This design comes from an exercise in tuning for small area, a short achievable clock period and few clock cycles on the open sky130 flow, not from production work. Function was checked by simulation only, so behaviour that the tests miss may differ from the original. Power figures rest on the tool's default switching activity, not on a simulated workload.

==> flow/design.v <==
`timescale 1ns / 1ps
module div_algo (
   output  reg 	[15 : 0]   Q,
   output  reg  	[15 : 0]   R,
   input    		[15 : 0]   N,
   input    		[15 : 0]   D);
	integer i;
	always@(*) begin
		Q = 0;
		R = 0;
		for(i = 15; i >= 0; i = i - 1) begin
			R = R << 1;
			R[0] = N[i];
			if(R >= D)begin
				R = R - D;
				Q[i] = 1;
			end 
		end 
	end 
endmodule
`timescale 1ns / 1ps
module base2_to_base3_fsm(
    output reg [31 : 0]  	base3_no,
    output reg           	done,
    output reg [15 : 0]   	N,
    output reg [15 : 0]   	D,
    input		[15 : 0]    base2_no,
    input             		en,
    input              		clk,
    input              		rst,
    input    	[15 : 0]   	Q,
    input    	[15 : 0]   	R);
	reg [15:0] base2_no_r, base2_no_r_q;
	reg [31:0] base3_no_q;
	reg [15:0] N_q;
	reg[1:0] next_state, state;
	integer i, next_i;
	always@(posedge clk)begin
		if(rst)
			state <= 0;
		else
			state <= next_state;
		i <= next_i;
		base2_no_r_q <= base2_no_r;
		base3_no_q <= base3_no;
		N_q <= N;
	end 
	always@(*) done = (state == 3);
	always@(*)begin
		N = (state == 1) ? base2_no_r_q : N_q;
		D = 3;
	end
	always@(*)begin
		next_state = state;
		next_i = i;
		base2_no_r = base2_no_r_q;
		base3_no = base3_no_q;
		case(state)
		0: begin
			base3_no = 0;
			next_i = 0;
			if(en == 1)begin
				base2_no_r = base2_no;
				next_state = 1;
			end else
				next_state = 0;
		end 
		1:begin
			next_state = 2;
		end 
		2:begin
			base3_no[i +: 2] = R[1:0]; 
			next_i = i + 2; 
			base2_no_r = Q;
			if(base2_no_r != 0)
				next_state = 1;
			else
				next_state = 3;
		end 
		3:begin
			next_state = 0;
		end 
		endcase
	end 
endmodule
`timescale 1ns / 1ps
module base2_to_base3 (
    output   [31 : 0]  base3_no,
    output             done,
    input    [15 : 0]  base2_no,
    input              en,
    input              clk,
    input              rst);
	wire[15:0] D, N, Q, R;
	base2_to_base3_fsm fsm(.base3_no(base3_no), .done(done),.N(N),.D(D),.base2_no(base2_no),.en(en),.clk(clk),.rst(rst),.Q(Q),.R(R));
	div_algo div(.Q(Q), .N(N), .D(D), .R(R));
endmodule
`timescale 1ns / 1ps
module process (
        input                clk,		    		 
        input                rst,		    		 
        input  [23:0]        in_pix,	        	 
        output [7:0]         str_addr,           
        input  [15:0]        str_data,           
        output  reg [6-1:0]  row, col, 	       
        output  reg          out_we, 		   	 
        output  reg [23:0]   out_pix,	        	 
        output  reg          gray_done,		    
        output  reg          compress_done,		 
        output  reg          encode_done         
    );
	reg en;
	wire done;
	reg [15:0] base2;
	wire [31:0] base3_no;
	base2_to_base3 b2_to_b3(.base3_no(base3_no), .done(done), .base2_no(base2), .en(en), .clk(clk), .rst(rst));
	reg [4:0] state, next_state;
	reg [6-1:0] i, j;
	reg [6-1:0] next_i, next_j;
	reg [6-1:0] block_i, block_j;
	reg [6-1:0]	next_block_i, next_block_j;
	reg [23:0] RGB, RGB_q;  
	reg [1:0] min_index, max_index, min_index_q, max_index_q;
	reg [1:0] iterator;
	reg [11:0] sum, next_sum;
	reg [7:0] AVG, VAR, AVG_q, VAR_q;
	reg [4:0] beta, next_beta; 
	reg [15:0] aux, aux_q;  
	reg [7:0] Lm, Hm, Lm_q, Hm_q;
	reg [1:0] op, next_op;  
	reg [11:0] string_iterator, next_string_iterator;
	reg [27:0] base3_iterator, next_base3_iterator;
	reg [27:0] base3, base3_q;
	reg second_ignored, second_ignored_q;
	reg [6-1:0] second_i, second_j, second_i_q, second_j_q;
	assign str_addr = string_iterator[11:4];
	always@(posedge clk)begin
		if(rst)begin
			state <= 0;
			i <= 0;
			j <= 0;
			block_i <= 0;
			block_j <= 0;
			string_iterator <= 0;
		end else begin
			state <= next_state;
			i <= next_i;
			j <= next_j;
			block_i <= next_block_i;
			block_j <= next_block_j;
			string_iterator <= next_string_iterator;
		end
		op <= next_op;
		sum <= next_sum;
		beta <= next_beta;
		base3_iterator <= next_base3_iterator;
		RGB_q <= RGB;
		min_index_q <= min_index;
		max_index_q <= max_index;
		AVG_q <= AVG;
		VAR_q <= VAR;
		aux_q <= aux;
		Lm_q <= Lm;
		Hm_q <= Hm;
		base3_q <= base3;
		second_ignored_q <= second_ignored;
		second_i_q <= second_i;
		second_j_q <= second_j;
	end 
	always@(*)begin
		en = (state == 11) && (done == 0);
		base2 = str_data;
	end
	always@(*)begin
		next_state = state;
		next_i = i;
		next_j = j;
		next_block_i = block_i;
		next_block_j = block_j;
		next_op = op;
		next_sum = sum;
		next_beta = beta;
		next_string_iterator = string_iterator;
		next_base3_iterator = base3_iterator;
		RGB = RGB_q;
		min_index = min_index_q;
		max_index = max_index_q;
		AVG = AVG_q;
		VAR = VAR_q;
		aux = aux_q;
		Lm = Lm_q;
		Hm = Hm_q;
		base3 = base3_q;
		second_ignored = second_ignored_q;
		second_i = second_i_q;
		second_j = second_j_q;
		row = i + block_i;
		col = j + block_j;
		out_pix = 0;
		out_we =	0;
		gray_done = 0;
		compress_done = 0;
		encode_done =  0;
		case(state)
		0:begin
			RGB = in_pix;
			max_index = 0;
			min_index = 0;
			for(iterator = 1; iterator < 3; iterator = iterator + 1)begin
				if(RGB[iterator*8 +: 8] <= RGB[min_index*8 +: 8])
						min_index = iterator;
				if(RGB[iterator*8 +: 8] >= RGB[max_index*8 +: 8])
						max_index = iterator;
			end
			next_state = 1;
		end 
		1:begin
			out_pix[23:16] = 0;
			out_pix[7:0] = 0;
			out_pix[15:8] = (RGB[min_index*8 +: 8] + RGB[max_index*8 +: 8])/2;
			out_we = 1;
			if(i <= 63 && j < 63)begin
				next_i = i;
				next_j = j + 1;
				next_state = 0;
			end
			else if(i < 63 && j == 63)begin
				next_i = i + 1;
				next_j = 0;
				next_state = 0;
			end
			else if(i == 63 && j == 63)
				next_state = 2;
		end 
		2:begin
			gray_done = 1;
			next_op = 0;
			next_sum = 0;
			AVG = 0;
			VAR = 0;
			next_i = 0;
			next_j = 0;
			next_block_i = 0;
			next_block_j = 0;
			next_state = 3;
		end 
		3:begin
			case(op)
				0: next_state = 4;
				1: next_state = 5;
				2: next_state = 6;
				3: next_state = 7;
			endcase
		end 
		4:begin
			next_sum = sum + in_pix[15:8];
			next_state = 8;
		end 
		5:begin
			next_sum = sum + ((in_pix[15:8] > AVG) ? (in_pix[15:8] - AVG) : (AVG - in_pix[15:8]));
			next_state = 8;
		end 
		6:begin
			if(in_pix[15:8] >= AVG)begin
				aux[{i[1:0], j[1:0]}] = 1;
				next_beta = beta + 1;
			end else
				aux[{i[1:0], j[1:0]}] = 0;
			next_state = 8;
		end 
		7:begin
			out_pix[23:16] = 0;
			out_pix[7:0] = 0;
			if(aux[{i[1:0], j[1:0]}] == 0)
				out_pix[15:8] = Lm;
			else
				out_pix[15:8] = Hm;
			out_we = 1;
			next_state = 8;
		end 
		8:begin
			next_state = 3;
			if(i <= 3 && j < 3)begin
				next_i = i;
				next_j = j + 1;
			end
			else if(i < 3 && j == 3)begin
				next_i = i + 1;
				next_j = 0;
			end
			else if(i == 3 && j == 3)begin
				case(op)
				0:begin
					AVG = sum /16;
					next_sum = 0;
					next_i = 0;
					next_j = 0;
					next_op = 1;
				end 
				1:begin
					VAR = sum /16;
					next_sum = 0;
					next_i = 0;
					next_j = 0;
					next_beta = 0;
					next_op = 2;
				end 
				2:begin
					Lm = AVG - {VAR, 4'b0000}/{5'd16 - beta, 1'b0};
					Hm = AVG + {VAR, 4'b0000}/{beta, 1'b0};
					next_i = 0;
					next_j = 0;
					next_op = 3;
				end 
				3:begin
					next_state = 9;
				end 
				endcase
			end 
		end 
		9:begin
			next_op = 0;
			next_sum = 0;
			AVG = 0;
			VAR = 0;
			Lm = 0;
			Hm = 0;
			next_i = 0;
			next_j = 0;
			if(block_i + 3 <= 63 && block_j + 3  < 63)begin
				next_block_i = block_i;
				next_block_j = block_j + 4;
				next_state = 3;
			end
			else if(block_i + 3   < 63 && block_j + 3  == 63)begin
				next_block_i = block_i + 4;
				next_block_j = 0;
				next_state = 3;
			end
			else if(block_i + 3  == 63 && block_j + 3  == 63)
				next_state = 10;
		end 
		10:begin
			compress_done = 1;
			next_i = 0;
			next_j = 0;
			next_block_i = 0;
			next_block_j = 0;
			next_string_iterator = 0;
			next_state = 11;
		end 
		11:begin
			if(done == 0)begin
				next_state = 11;
			end
			else begin
				base3 = base3_no[27:0];
				next_string_iterator = string_iterator + 16;
				next_base3_iterator = 0;
				second_ignored = 0;
				next_op = 0;
				next_state = 17;
			end
		end 
		17:begin
			case(op)
				0:next_state = 15;
				1:next_state = 16;
			endcase
		end 
		15:begin
			next_state = 13;
			if(i == 0 && j == 0)begin 
				Hm = in_pix[15:8];
			end
			else if(in_pix[15:8] != Hm && second_ignored == 0)begin 
					second_ignored = 1;
					second_i = row; 
					second_j = col;
					next_op = 1;
					next_i = 0;
					next_j = 1;
					next_state = 17;
			end
			else if(i == 3 && j == 3 && second_ignored == 0)begin
				second_i = block_i;
				second_j = block_j + 1;
				next_op = 1;
				next_i = 0;
				next_j = 1;
				next_state = 17;
			end
		end 
		16:begin
			if(row != second_i || col != second_j) begin 
				if(base3[base3_iterator +: 2] == 1)begin
					out_pix[7:0] = 0;
					out_pix[23:16] = 0;
					out_pix[15:8] = in_pix[15:8] + 1;
					out_we = 1;
					next_base3_iterator = base3_iterator + 2;
				end
				else if(base3[base3_iterator +: 2] == 2) begin
					out_pix[7:0] = 0;
					out_pix[23:16] = 0;
					out_pix[15:8] = in_pix[15:8] - 1;
					out_we = 1;
					next_base3_iterator = base3_iterator + 2;
				end
				else if(base3[base3_iterator +: 2] == 0)
					next_base3_iterator = base3_iterator + 2;
			end
			next_state = 13;
		end 
		13:begin
			next_state = 17;
			if(i <= 3 && j < 3)begin
				next_i = i;
				next_j = j + 1;
			end
			else if(i < 3 && j == 3)begin
				next_i = i + 1;
				next_j = 0;
			end
			else if(i == 3 && j == 3)
				next_state = 14;
		end 
		14:begin
			next_state = 11;
			next_i = 0;
			next_j = 0;
			second_ignored = 0;
			next_op = 0;
			next_base3_iterator = 0;
			if(block_i + 3 <= 63 && block_j + 3  < 63)begin
				next_block_i = block_i;
				next_block_j = block_j + 4;
			end
			else if(block_i + 3   < 63 && block_j + 3  == 63)begin
				next_block_i = block_i + 4;
				next_block_j = 0;
			end
			else if(block_i + 3  == 63 && block_j + 3  == 63)
				next_state = 18;
		end 
		18:begin
			encode_done = 1;
		end 
		endcase
	end 
endmodule
==> flow/run.sh <==
#!/bin/bash
# synth_recipe.tcl (not shown) runs the flow's synth.tcl, then flattens the netlist and writes it again
# the make line also repeats each setting of config.mk as NAME=value (left out here)
make -C /OpenROAD-flow-scripts/flow DESIGN_CONFIG=/design/flow/config.mk WORK_HOME=/design/flow/orfs CLKGATE_MAP_FILE= SYNTH_SCRIPT=/design/flow/synth_recipe.tcl finish
==> flow/config.mk <==
export PLATFORM = sky130hd
export DESIGN_NAME = process
export DESIGN_NICKNAME = process
export VERILOG_FILES = /design/flow/design.v
export SDC_FILE = /design/flow/constraint.sdc
export NUM_CORES = 4
export LEC_CHECK = 0
export CAP_MARGIN = 20
export CORE_MARGIN = 2
export CORE_UTILIZATION = 40
export SLEW_MARGIN = 20
==> flow/constraint.sdc <==
create_clock -name core_clock -period 25.0 [get_ports {clk}]
set_input_delay 5.0000 -clock core_clock [delete_from_list [all_inputs] [get_ports {clk}]]
set_output_delay 5.0000 -clock core_clock [all_outputs]
set_load 0.01 [all_outputs]
==> impl_results.md <==
- Core box area: 64700 um^2
- Sink Count: 268
- Data arrival, critical path: 23050 ps
- Slowest stage delay, CP: 610 ps
- Post-synth EDFFs: 189
- Top cell type's share of synthesized area: 21.6%
- Share of layout cells above drive strength 1: under 10%
- Gr ovfl total: 0
- IO buf count: 73
- Worst Tran Pin Value: 1020 ps
- Slew HR: 31.0%
- Async SR Flop Fraction: 0%
- Area of the multi-input gates: ~18000 um^2
- # diodes: 0
- Status: no timing/DRC/antenna violations
- Critical path type: flop to flop
- Fin nets: 3395
- Yosys warns: 3
- Met2 wire len: 31300 um
- Wire length of the first global-routing pass: 112000 um
- Worst EP required: around 25000 ps
- Total global-route track usage: 19.7%
- Slew Limit Fails: 0
- Max_cap viols: 0
- Skew-Pair Late Insertion Delay: 580 ps
- Initial Util: 40.5%
- Root cell of the clock tree: clkbuf_16
- Synth top area cells: edfxtp_1 22%, ha_1 9.8%, dfxtp_1 6.0%
- Wire per inst: 17.0 um
- Clock transition at path regs: 60 ps
- CTS Buf Count: 30
- Cell mode on critical path: ha_1
- Final Cycle Share: 90.8%
- Placed Cells incl. Taps: 3960
- Clock buffer depth: 3
- Part of the Yosys area used for sequential elements: 27.7%
- Pin count of the biggest net entering global routing: 50
- Synth Cell Area: 26200 um^2
- Via count: 22944
- Die ar.: between 60000 and 70000 um^2
- Post-synthesis cell count: 3130
- CTS tree: built
- Routed Antenna Nets: 0
- CP max stage cell: dfxtp_2
- Ports: 90
- Leak: around 11 nW
- DP HPWL: roughly 52000 um
- Worst VDD drop: 64.9 uV
- Setup_tns: 0 ps
- Num rows: 93
- Avg Cell Area, Syn: about 8.4 um^2
- Fillers: approximately 6500
- WL met3: 2800 um
- Vias per Instance: 5.71
- Clock Skews: 23.9 ps
- Post-synth cell types: 133
- Post-synth top area cell: edfxtp_1
- Final setup fails: 0
- Crit path launch type: flop
- Vias in the first global route: around 22000
- Fin cells: 4019
- FMAX: between 40 and 50 MHz
- Hold Vio Cnt, Final: 0
- Worst Setup End Kind: flop
- Initial DRT Pass Iterations: 5
- Main synth FF type: edfxtp_1
- Initial drt markers: about 1600
- Initial antenna violation count: 1
- Remaining DRCs: 0
- Fin crit period: between 20000 and 25000 ps
- Count leader, synth: nor2_1
- Reg area: 7260 um^2
- P per Cell Area: 81.8 nW/um^2
- Top Layer Used: met5
- Die width: 260 um
- Drt total wl: 68200 um
- Area grow syn2layout: 9.44%
- RSZ-0062 raised after global routing: false
- Crit path max fanout: 23
- H-tree depth: 1
- Global placer's final weighted congestion: slightly below 0.9
- Chip Height: 260 um
- WL met1: 32400 um
- Worst Hold Class: flop to flop
- Synth cell count leaders: 325 x nor2_1, 321 x nand2_1, 206 x ha_1
- Yosys reg bits: about 270
==> power by group <==
| part | internal [W] | switching (W) | total, W |
|---|---|---|---|
| Clock | 0.000286 | 0.000190 | 0.000477 |
| Sequential | 0.000479 | 0.00000919 | 0.000488 |
| Combinational | 0.000488 | 0.000896 | 0.00138 |
==> what timing repair did <==
item,in CTS,in global routing
gates resized for setup,0,6
setup endpoints to repair,0,58
buffers inserted,0,3
hold buffers,0,0
==> final timing paths <==
check	slack [ps]	start	depth (start not counted)	endpoint
worst max-delay path	2310	b2_to_b3.fsm.state[1]$_SDFF_PP0_	86	base3_q[23]$_DFFE_PP_
worst min-delay path	450	b2_to_b3.fsm.base3_no_q[15]$_DFF_P_	2	b2_to_b3.fsm.base3_no_q[15]$_DFF_P_
worst max register to register	2310	b2_to_b3.fsm.state[1]$_SDFF_PP0_	86	base3_q[23]$_DFFE_PP_
worst min register to register	450	b2_to_b3.fsm.base3_no_q[15]$_DFF_P_	2	b2_to_b3.fsm.base3_no_q[15]$_DFF_P_
==> flip-flops by register name, indices dropped and copies added, names as in the netlist, 5 cells and up <==
signal and count:
b2_to_b3.fsm.i 31, b2_to_b3.fsm.base3_no_q 28, base3_q 28, RGB_q 24, aux_q 16, b2_to_b3.fsm.N_q 16, b2_to_b3.fsm.base2_no_r_q 16, sum 12
AVG_q 8, Hm_q 8, Lm_q 8, VAR_q 8, string_iterator 8, base3_iterator 6, i 6, j 6
second_i_q 6, second_j_q 6, beta 5, state 5
==> worst max-delay path, delay by kind of cell (launching register included) <==
kind | cells | cell delay (ps)
DFF | 1 | 610
buffers and inverters | 10 | 1640
xor gates and xnor gates | 12 | 2780
AOI/OAI and AO/OA | 17 | 4070
muxes | 2 | 900
and+or+nand+nor | 31 | 8170
adders and majority gates | 14 | 4280
==> cell families after synthesis <==
family	count (synthesis)	synth area share, %
muxes	128	5.84
and+or+nand+nor	1222	23.3
DFF	268	27.7
buffers and inverters	272	4.49
other	1	0.0143
AOI/OAI and AO/OA	819	21.3
adders and majority gates	214	10.4
xor gates and xnor gates	206	7.04
==> cell usage in the layout (no fill, tap or decap), types with 91 or more instances in the layout <==
cell / instances
nor2_1: 324
nand2_1: 320
ha_1: 205
a21oi_1: 191
edfxtp_1: 189
o21ai_0: 160
inv_1: 128
xnor2_1: 117
nor3_1: 97
nand3_1: 91
==> stage by stage <==
| step | utilization [%] | setup WS, ps | hold slack [ps] | cell area [um^2] | total power [W] |
|---|---|---|---|---|---|
| 2_1_floorplan | - | 5580 | 418 | 26300 | 0.00157 |
| 3_3_place_gp | 42.7 | 1940 | 431 | 27600 | 0.00186 |
| 3_5_place_dp | 42.7 | 1260 | 435 | 27600 | 0.00185 |
| 4_1_cts | 44.3 | 1170 | 453 | 28700 | 0.00234 |
| 5_1_grt | 44.4 | 29.4 | 467 | 28700 | 0.00251 |
| 6_report | 44.4 | 2310 | 453 | 28700 | 0.00235 |
==> metal layers <==
layer / vias up / track usage [%]
met1: 10766 / 27.3
met5: - / 0
met4: 2 / 4.89
met2: 504 / 32.7
li1: 11583 / -
met3: 89 / 1.96
==> area by class of cell <==
type                    instances  share of cell area [%]
clock inverters                14                   0.606
repair buffers                100                    3.25
inverters                     135                    1.77
multi-input cells            2605                    62.3
flip-flops and latches        268                    25.3
clock buffers                  42                    3.06
well taps                     855                    3.73
Testbench counts, summed over its fixed seeds: cycles 1,278,137.

port drivers added, routing unchanged:
How much do the figures lean on ideal ports? The routed layout below was timed once more, with nothing changed but the port constraints.
Step 1 sets driving cells, clkbuf_16 on the clock port and buf_2 on the other inputs (assumed; they add their load-dependent delay and slew).
Step 2 adds t to the input delays and takes it off the output delays; t is the mean of the earliest and latest rising clock arrival at the registers after step 1. Input paths then give back, and output paths get back, about the clock's delay inside the block.
Slacks: ideal / step 1 / step 2; pairs: ideal / step 1.
t, ns: 0.627
slack for setup (ns): 2.310 / 2.310 / 2.310
hold slack, ns: 0.453 / 0.453 / 0.453
worst setup path after step 2: register to register
slew at the worst register clock pin (ns): 0.06 / 0.06
After both steps setup and hold are still met in this run. For this run, drivers alone change the setup slack by 0.000 ns; drivers and shift together by 0.000 ns.
